What follows belongs to an exercise in optimizing a design on an open flow for small area and a short achievable clock period; a production flow would make more cautious choices. Where RTL was checked, it was by simulation tests only, not by an equivalence proof against the original.

==> inputs of try-umber <==
Design cordic_sin_cos, start of the top module:
module cordic_sin_cos(clk, rst, target_angle, x_res, y_res);
 input clk, rst;
 input [19:0] target_angle;
 output reg [19:0] x_res;
 output reg [19:0] y_res;
 wire [11:0] z0;
 wire q2, q3;
 get_conv_target_angle conv_angle(.target_angle(target_angle), .z0(z0), .q2(q2), .q3(q3));
 wire [8:0] d;   
 wire [11:0] zs0 = z0;
 wire [11:0] zs0_u = zs0 ^ 12'd2048;
 assign d[0] = ~zs0[11];
 reg dr1;
 always @(*) begin
  case (d[0:0])
   1'b0: dr1 = (zs0_u[11] | (zs0_u[10] & (zs0_u[9] | (zs0_u[8] & (zs0_u[7] | (zs0_u[6] | (zs0_u[5] & zs0_u[4])))))));
   1'b1: dr1 = (zs0_u[11] & (zs0_u[10] | (zs0_u[9] & (zs0_u[8] | (zs0_u[7] & (zs0_u[6] & (zs0_u[5] | zs0_u[4])))))));
  endcase
 end
 assign d[1] = dr1;
 reg dr2;
 always @(*) begin
  case (d[1:0])
   2'b00: dr2 = (zs0_u[11] | (zs0_u[10] | (zs0_u[9] & (zs0_u[8] & (zs0_u[7] & (zs0_u[6] | (zs0_u[5] | (zs0_u[4] | (zs0_u[3] | (zs0_u[2] & (zs0_u[1] & zs0_u[0])))))))))));
   2'b10: dr2 = (zs0_u[11] | (zs0_u[10] & (zs0_u[9] & (zs0_u[8] | (zs0_u[7] & (zs0_u[6] & (zs0_u[5] | (zs0_u[4] & (zs0_u[3] & (zs0_u[2] | (zs0_u[1] | zs0_u[0])))))))))));
   2'b01: dr2 = (zs0_u[11] & (zs0_u[10] | (zs0_u[9] | (zs0_u[8] & (zs0_u[7] | (zs0_u[6] | (zs0_u[5] & (zs0_u[4] | (zs0_u[3] | (zs0_u[2] & (zs0_u[1] & zs0_u[0])))))))))));
   2'b11: dr2 = (zs0_u[11] & (zs0_u[10] & (zs0_u[9] | (zs0_u[8] | (zs0_u[7] | (zs0_u[6] & (zs0_u[5] & (zs0_u[4] & (zs0_u[3] & (zs0_u[2] | (zs0_u[1] | zs0_u[0])))))))))));
  endcase
 end
 assign d[2] = dr2;
 reg dr3;
 always @(*) begin
  case (d[2:0])
   3'b000: dr3 = (zs0_u[11] | (zs0_u[10] | (zs0_u[9] & (zs0_u[8] | (zs0_u[7] & (zs0_u[6] | (zs0_u[5] & (zs0_u[4] | (zs0_u[3] | (zs0_u[2] & (zs0_u[1] & zs0_u[0])))))))))));
   3'b100: dr3 = (zs0_u[11] | (zs0_u[10] & (zs0_u[9] | (zs0_u[8] | (zs0_u[7] | (zs0_u[6] & (zs0_u[5] & (zs0_u[4] | (zs0_u[3] | (zs0_u[2] & (zs0_u[1] & zs0_u[0])))))))))));
   3'b010: dr3 = (zs0_u[11] | (zs0_u[10] & (zs0_u[9] | (zs0_u[8] & (zs0_u[7] & (zs0_u[6] & (zs0_u[5] & (zs0_u[4] & (zs0_u[3] & (zs0_u[2] | (zs0_u[1] | zs0_u[0])))))))))));
   3'b110: dr3 = (zs0_u[11] | (zs0_u[10] & (zs0_u[9] & (zs0_u[8] & (zs0_u[7] & (zs0_u[6] | (zs0_u[5] & (zs0_u[4] & (zs0_u[3] & (zs0_u[2] | (zs0_u[1] | zs0_u[0])))))))))));
  ...
clock: 35.0 ns
lec_check: 0
abc_area: 1
cap_margin: 60
core_margin: 2
core_utilization: 70
place_density: 0.85
slew_margin: 60
run.sh (not shown) runs the stock make flow with config.mk's settings and CLKGATE_MAP_FILE= SYNTH_SCRIPT=/design/flow/synth_recipe.tcl, a recipe that flattens the netlist after the stock synthesis.
==> try-onyx: changes against try-umber <==
--- a/flow/design.v
+++ b/flow/design.v
@@ -24,31 +24,34 @@
   else if (q4) zh = a[11:5] - 7'd52;
   else zh = a[11:5];
  end
  assign z0 = {zh, a[4:0] & {5{~(satp | satn)}}};
 endmodule
 module output_mapping(
  input [16:0] x,
  input [16:0] y,
+ input q2,
+ input q3,
  output [16:0] x_res,
  output [16:0] y_res
 );
- assign x_res = x;
- assign y_res = y;
+ assign x_res = x + (q2 | q3);
+ assign y_res = y + q3;
 endmodule
 module cordic_sin_cos(clk, rst, target_angle, x_res, y_res);
  input clk, rst;
  input [19:0] target_angle;
  output reg [19:0] x_res;
  output reg [19:0] y_res;
  wire [11:0] z0;
  wire q2, q3;
  get_conv_target_angle conv_angle(.target_angle(target_angle), .z0(z0), .q2(q2), .q3(q3));
  wire [8:0] d;   
+ wire qn = q2 | q3;
  wire [11:0] zs0 = z0;
  wire [11:0] zs0_u = zs0 ^ 12'd2048;
  assign d[0] = ~zs0[11];
  reg dr1;
  always @(*) begin
   case (d[0:0])
    1'b0: dr1 = (zs0_u[11] | (zs0_u[10] & (zs0_u[9] | (zs0_u[8] & (zs0_u[7] | (zs0_u[6] | (zs0_u[5] & zs0_u[4])))))));
    1'b1: dr1 = (zs0_u[11] & (zs0_u[10] | (zs0_u[9] & (zs0_u[8] | (zs0_u[7] & (zs0_u[6] & (zs0_u[5] | zs0_u[4])))))));
@@ -141,115 +144,107 @@
  always @(*) begin
   case (d[7:7])
    1'b0: dr8 = (zs7_u[5] | (zs7_u[4] & (zs7_u[3] & (zs7_u[2] | (zs7_u[1] | zs7_u[0])))));
    1'b1: dr8 = (zs7_u[5] & (zs7_u[4] | (zs7_u[3] | (zs7_u[2] & (zs7_u[1] & zs7_u[0])))));
   endcase
  end
  assign d[8] = dr8;
  wire [5:0] ti = d[5:0];
- wire [16:0] xm;
- wire [63:0] txm0 = 64'hcfd2b40ccfd2b40c;
- assign xm[0] = txm0[ti];
- wire [63:0] txm1 = 64'h8175b006931cd9b1;
- assign xm[1] = txm1[ti];
- wire [63:0] txm2 = 64'h5ad09495ca3b1a65;
- assign xm[2] = txm2[ti];
- wire [63:0] txm3 = 64'hb52fc9b1af81e488;
- assign xm[3] = txm3[ti];
- wire [63:0] txm4 = 64'hb9dc286994143b9d;
- assign xm[4] = txm4[ti];
- wire [63:0] txm5 = 64'hcada788a511e5b53;
- assign xm[5] = txm5[ti];
- wire [63:0] txm6 = 64'hdbc9d79189eb93db;
- assign xm[6] = txm6[ti];
- wire [63:0] txm7 = 64'h961fdca1853bf869;
- assign xm[7] = txm7[ti];
- wire [63:0] txm8 = 64'he88fc54bd2a3f117;
- assign xm[8] = txm8[ti];
- wire [63:0] txm9 = 64'h89dfe5b3cda7fb91;
- assign xm[9] = txm9[ti];
- wire [63:0] txm10 = 64'h7a6a5a12485a565e;
- assign xm[10] = txm10[ti];
- wire [63:0] txm11 = 64'hc1ebf3ebd7cfd783;
- assign xm[11] = txm11[ti];
- wire [63:0] txm12 = 64'hfee6dac2435b677f;
- assign xm[12] = txm12[ti];
- wire [63:0] txm13 = 64'h7642cffbdff3426e;
- assign xm[13] = txm13[ti];
- wire [63:0] txm14 = 64'hcf66ee77ee7766f3;
- assign xm[14] = txm14[ti];
- wire [63:0] txm15 = 64'hf67ef66ff66f7e6f;
- assign xm[15] = txm15[ti];
- wire [63:0] txm16 = 64'h8000800180010001;
- assign xm[16] = txm16[ti];
- wire [16:0] ym;
- wire [63:0] tym0 = 64'h250b92f6250b92f6;
- assign ym[0] = tym0[ti];
- wire [63:0] tym1 = 64'h4f7360d7c44f5c16;
- assign ym[1] = tym1[ti];
- wire [63:0] tym2 = 64'h48b1b8b7025253e4;
- assign ym[2] = tym2[ti];
- wire [63:0] tym3 = 64'h374e16af1a37ad1a;
- assign ym[3] = tym3[ti];
- wire [63:0] tym4 = 64'h23b940433d7d623a;
- assign ym[4] = tym4[ti];
- wire [63:0] tym5 = 64'h90b0e010f778f2f7;
- assign ym[5] = tym5[ti];
- wire [63:0] tym6 = 64'hb293bf37138236b2;
- assign ym[6] = tym6[ti];
- wire [63:0] tym7 = 64'h3c7ab9071f62a1c3;
- assign ym[7] = tym7[ti];
- wire [63:0] tym8 = 64'h811a9fd2b406a77e;
- assign ym[8] = tym8[ti];
- wire [63:0] tym9 = 64'h13ba8f269b0ea237;
- assign ym[9] = tym9[ti];
- wire [63:0] tym10 = 64'he0c0f074d1f0fcf8;
- assign ym[10] = tym10[ti];
- wire [63:0] tym11 = 64'h9782a682be9abe16;
- assign ym[11] = tym11[ti];
- wire [63:0] tym12 = 64'ha88cb094d6f2ceea;
- assign ym[12] = tym12[ti];
- wire [63:0] tym13 = 64'hecd49aa2baa6d4c8;
- assign ym[13] = tym13[ti];
- wire [63:0] tym14 = 64'h9acc88ee88eecca6;
- assign ym[14] = tym14[ti];
- wire [63:0] tym15 = 64'hace8accaaccae8ca;
- assign ym[15] = tym15[ti];
- wire [63:0] tym16 = 64'h1555155715575557;
- assign ym[16] = tym16[ti];
- wire [16:0] xt = ((q2 ? ym : xm) ^ {17{q2 | q3}}) + (q2 | q3);
- wire [16:0] yt = ((q2 ? xm : ym) ^ {17{q3}}) + q3;
- wire qn = q2 | q3;
+ wire [16:0] xm, ym;
+ wire [63:0] tbx0 = 64'hcfd2b40ccfd2b40c;
+ wire [63:0] tby0 = 64'h250b92f6250b92f6;
+ assign xm[0] = tbx0[ti];
+ assign ym[0] = tby0[ti];
+ wire [63:0] tbx1 = 64'h8175b006931cd9b1;
+ wire [63:0] tby1 = 64'h4f7360d7c44f5c16;
+ assign xm[1] = tbx1[ti];
+ assign ym[1] = tby1[ti];
+ wire [63:0] tbx2 = 64'h5ad09495ca3b1a65;
+ wire [63:0] tby2 = 64'h48b1b8b7025253e4;
+ assign xm[2] = tbx2[ti];
+ assign ym[2] = tby2[ti];
+ wire [63:0] tbx3 = 64'hb52fc9b1af81e488;
+ wire [63:0] tby3 = 64'h374e16af1a37ad1a;
+ assign xm[3] = tbx3[ti];
+ assign ym[3] = tby3[ti];
+ wire [63:0] tbx4 = 64'hb9dc286994143b9d;
+ wire [63:0] tby4 = 64'h23b940433d7d623a;
+ assign xm[4] = tbx4[ti];
+ assign ym[4] = tby4[ti];
+ wire [63:0] tbx5 = 64'hcada788a511e5b53;
+ wire [63:0] tby5 = 64'h90b0e010f778f2f7;
+ assign xm[5] = tbx5[ti];
+ assign ym[5] = tby5[ti];
+ wire [63:0] tbx6 = 64'hdbc9d79189eb93db;
+ wire [63:0] tby6 = 64'hb293bf37138236b2;
+ assign xm[6] = tbx6[ti];
+ assign ym[6] = tby6[ti];
+ wire [63:0] tbx7 = 64'h961fdca1853bf869;
+ wire [63:0] tby7 = 64'h3c7ab9071f62a1c3;
+ assign xm[7] = tbx7[ti];
+ assign ym[7] = tby7[ti];
+ wire [63:0] tbx8 = 64'he88fc54bd2a3f117;
+ wire [63:0] tby8 = 64'h811a9fd2b406a77e;
+ assign xm[8] = tbx8[ti];
+ assign ym[8] = tby8[ti];
+ wire [63:0] tbx9 = 64'h89dfe5b3cda7fb91;
+ wire [63:0] tby9 = 64'h13ba8f269b0ea237;
+ assign xm[9] = tbx9[ti];
+ assign ym[9] = tby9[ti];
+ wire [63:0] tbx10 = 64'h7a6a5a12485a565e;
+ wire [63:0] tby10 = 64'he0c0f074d1f0fcf8;
+ assign xm[10] = tbx10[ti];
+ assign ym[10] = tby10[ti];
+ wire [63:0] tbx11 = 64'hc1ebf3ebd7cfd783;
+ wire [63:0] tby11 = 64'h9782a682be9abe16;
+ assign xm[11] = tbx11[ti];
+ assign ym[11] = tby11[ti];
+ wire [63:0] tbx12 = 64'hfee6dac2435b677f;
+ wire [63:0] tby12 = 64'ha88cb094d6f2ceea;
+ assign xm[12] = tbx12[ti];
+ assign ym[12] = tby12[ti];
+ wire [63:0] tbx13 = 64'h7642cffbdff3426e;
+ wire [63:0] tby13 = 64'hecd49aa2baa6d4c8;
+ assign xm[13] = tbx13[ti];
+ assign ym[13] = tby13[ti];
+ wire [63:0] tbx14 = 64'hcf66ee77ee7766f3;
+ wire [63:0] tby14 = 64'h9acc88ee88eecca6;
+ assign xm[14] = tbx14[ti];
+ assign ym[14] = tby14[ti];
+ wire [63:0] tbx15 = 64'hf67ef66ff66f7e6f;
+ wire [63:0] tby15 = 64'hace8accaaccae8ca;
+ assign xm[15] = tbx15[ti];
+ assign ym[15] = tby15[ti];
+ wire [63:0] tbx16 = 64'h8000800180010001;
+ wire [63:0] tby16 = 64'h1555155715575557;
+ assign xm[16] = tbx16[ti];
+ assign ym[16] = tby16[ti];
+ wire [16:0] xt = (q2 ? ym : xm) ^ {17{qn}};
+ wire [16:0] yt = (q2 ? xm : ym) ^ {17{q3}};
  wire [16:0] tx6 = {{6{yt[16]}}, yt[16:6]};
  wire [16:0] ty6 = {{6{xt[16]}}, xt[16:6]};
- wire zx6 = ~|xt[5:0];
- wire zy6 = ~|yt[5:0];
- wire cx6 = q3 ? ~(d[6] ^ zy6) : d[6];
- wire cy6 = qn ? (d[6] ^ zx6) : ~d[6];
+ wire cx6 = d[6] ^ q3;
+ wire cy6 = ~(d[6] ^ qn);
  wire [16:0] x7 = xt + (tx6 ^ {17{d[6]}}) + cx6;
  wire [16:0] y7 = yt + (ty6 ^ {17{~d[6]}}) + cy6;
  wire [16:0] tx7 = {{7{y7[16]}}, y7[16:7]};
  wire [16:0] ty7 = {{7{x7[16]}}, x7[16:7]};
- wire zx7 = ~|x7[6:0];
- wire zy7 = ~|y7[6:0];
- wire cx7 = q3 ? ~(d[7] ^ zy7) : d[7];
- wire cy7 = qn ? (d[7] ^ zx7) : ~d[7];
+ wire cx7 = d[7] ^ q3;
+ wire cy7 = ~(d[7] ^ qn);
  wire [16:0] x8 = x7 + (tx7 ^ {17{d[7]}}) + cx7;
  wire [16:0] y8 = y7 + (ty7 ^ {17{~d[7]}}) + cy7;
  wire [16:0] tx8 = {{8{y8[16]}}, y8[16:8]};
  wire [16:0] ty8 = {{8{x8[16]}}, x8[16:8]};
- wire zx8 = ~|x8[7:0];
- wire zy8 = ~|y8[7:0];
- wire cx8 = q3 ? ~(d[8] ^ zy8) : d[8];
- wire cy8 = qn ? (d[8] ^ zx8) : ~d[8];
+ wire cx8 = d[8] ^ q3;
+ wire cy8 = ~(d[8] ^ qn);
  wire [16:0] x9 = x8 + (tx8 ^ {17{d[8]}}) + cx8;
  wire [16:0] y9 = y8 + (ty8 ^ {17{~d[8]}}) + cy8;
  wire [16:0] xo, yo;
- output_mapping out_map(.x(x9), .y(y9), .x_res(xo), .y_res(yo));
+ output_mapping out_map(.x(x9), .y(y9), .q2(q2), .q3(q3), .x_res(xo), .y_res(yo));
  always @(posedge clk) begin
   if (rst == 1'b0) begin
    x_res <= 20'd0;
    y_res <= 20'd0;
   end else begin
    x_res <= {{3{xo[16]}}, xo};
    y_res <= {{3{yo[16]}}, yo};
   end
Settings changed: CAP_MARGIN 60 to 20, CORE_UTILIZATION 70 to 40, PLACE_DENSITY 0.85 to not set, SLEW_MARGIN 60 to 20.
==> try-violet: changes against try-umber <==
Settings changed: CORE_UTILIZATION 70 to 40, PLACE_DENSITY 0.85 to not set.
==> impl_results.md <==
* Via count at 13180
* Hold Path Sink: y_res[1]
* Worst setup margin at 11100 ps
* Chip height at 128.3 µm
* Status: timing/DRC/antenna clean
* Min cycle time layout at 23900 ps
* Final hold slack at 7519 ps
* Compound-Gate Fraction of Synth Area at 20.03%
the above is filed under try-umber

==> impl_results.md <==
* Status: timing/DRC/antenna clean
* Compound-Gate Fraction of Synth Area at 20.03%
* Via count at 12090
* Chip height at 168.5 µm
* Min cycle time layout at 23340 ps
* Hold Path Sink: y_res[1]
* Worst setup margin at 11660 ps
the above is filed under try-violet

==> impl_results.md <==
* Status: timing/DRC/antenna clean
* Layout Cells excl Fill at 2118
* Worst setup margin at 8713 ps
* Hold Path Sink: y_res[0]
* Final hold slack at 7503 ps
* Chip height at 170.0 µm
* Via count at 11970
* Min cycle time layout at 26290 ps
the above is filed under try-onyx

No functional check of the RTL was part of try-onyx.

[what the ideal ports hide]
No port has a modelled driver above. Below, the same layouts with a new extraction and two added sets of constraints.
Step 1 (the two cells are an assumption about what drives the block):
set clk [get_ports {clk}]
set_driving_cell -lib_cell sky130_fd_sc_hd__clkbuf_16 $clk
set_driving_cell -lib_cell sky130_fd_sc_hd__buf_2 [delete_from_list [all_inputs] $clk]
Step 2, shift: input delay + t, output delay - t, t = (earliest + latest rising clock arrival at the registers) / 2. This alone moves slack from input paths to output paths.
Slacks: ideal / step 1 / step 2; pairs: ideal / step 1.
run	t (ns)	setup WS [ns]	worst hold slack (ns)	latest minus earliest clock arrival (ns)
try-umber	0.321	11.097 / 11.114 / 10.793	7.519 / 7.509 / 7.756	0.006 / 0.006
try-onyx	0.323	8.713 / 8.731 / 8.408	7.503 / 7.487 / 7.747	0.012 / 0.011
try-violet	0.310	11.663 / 11.672 / 11.362	7.161 / 7.147 / 7.457	0.005 / 0.004
After both steps every run listed still meets setup and hold. For try-onyx, which loses most, drivers alone change the setup slack by +0.018 ns; drivers and shift together by -0.305 ns.
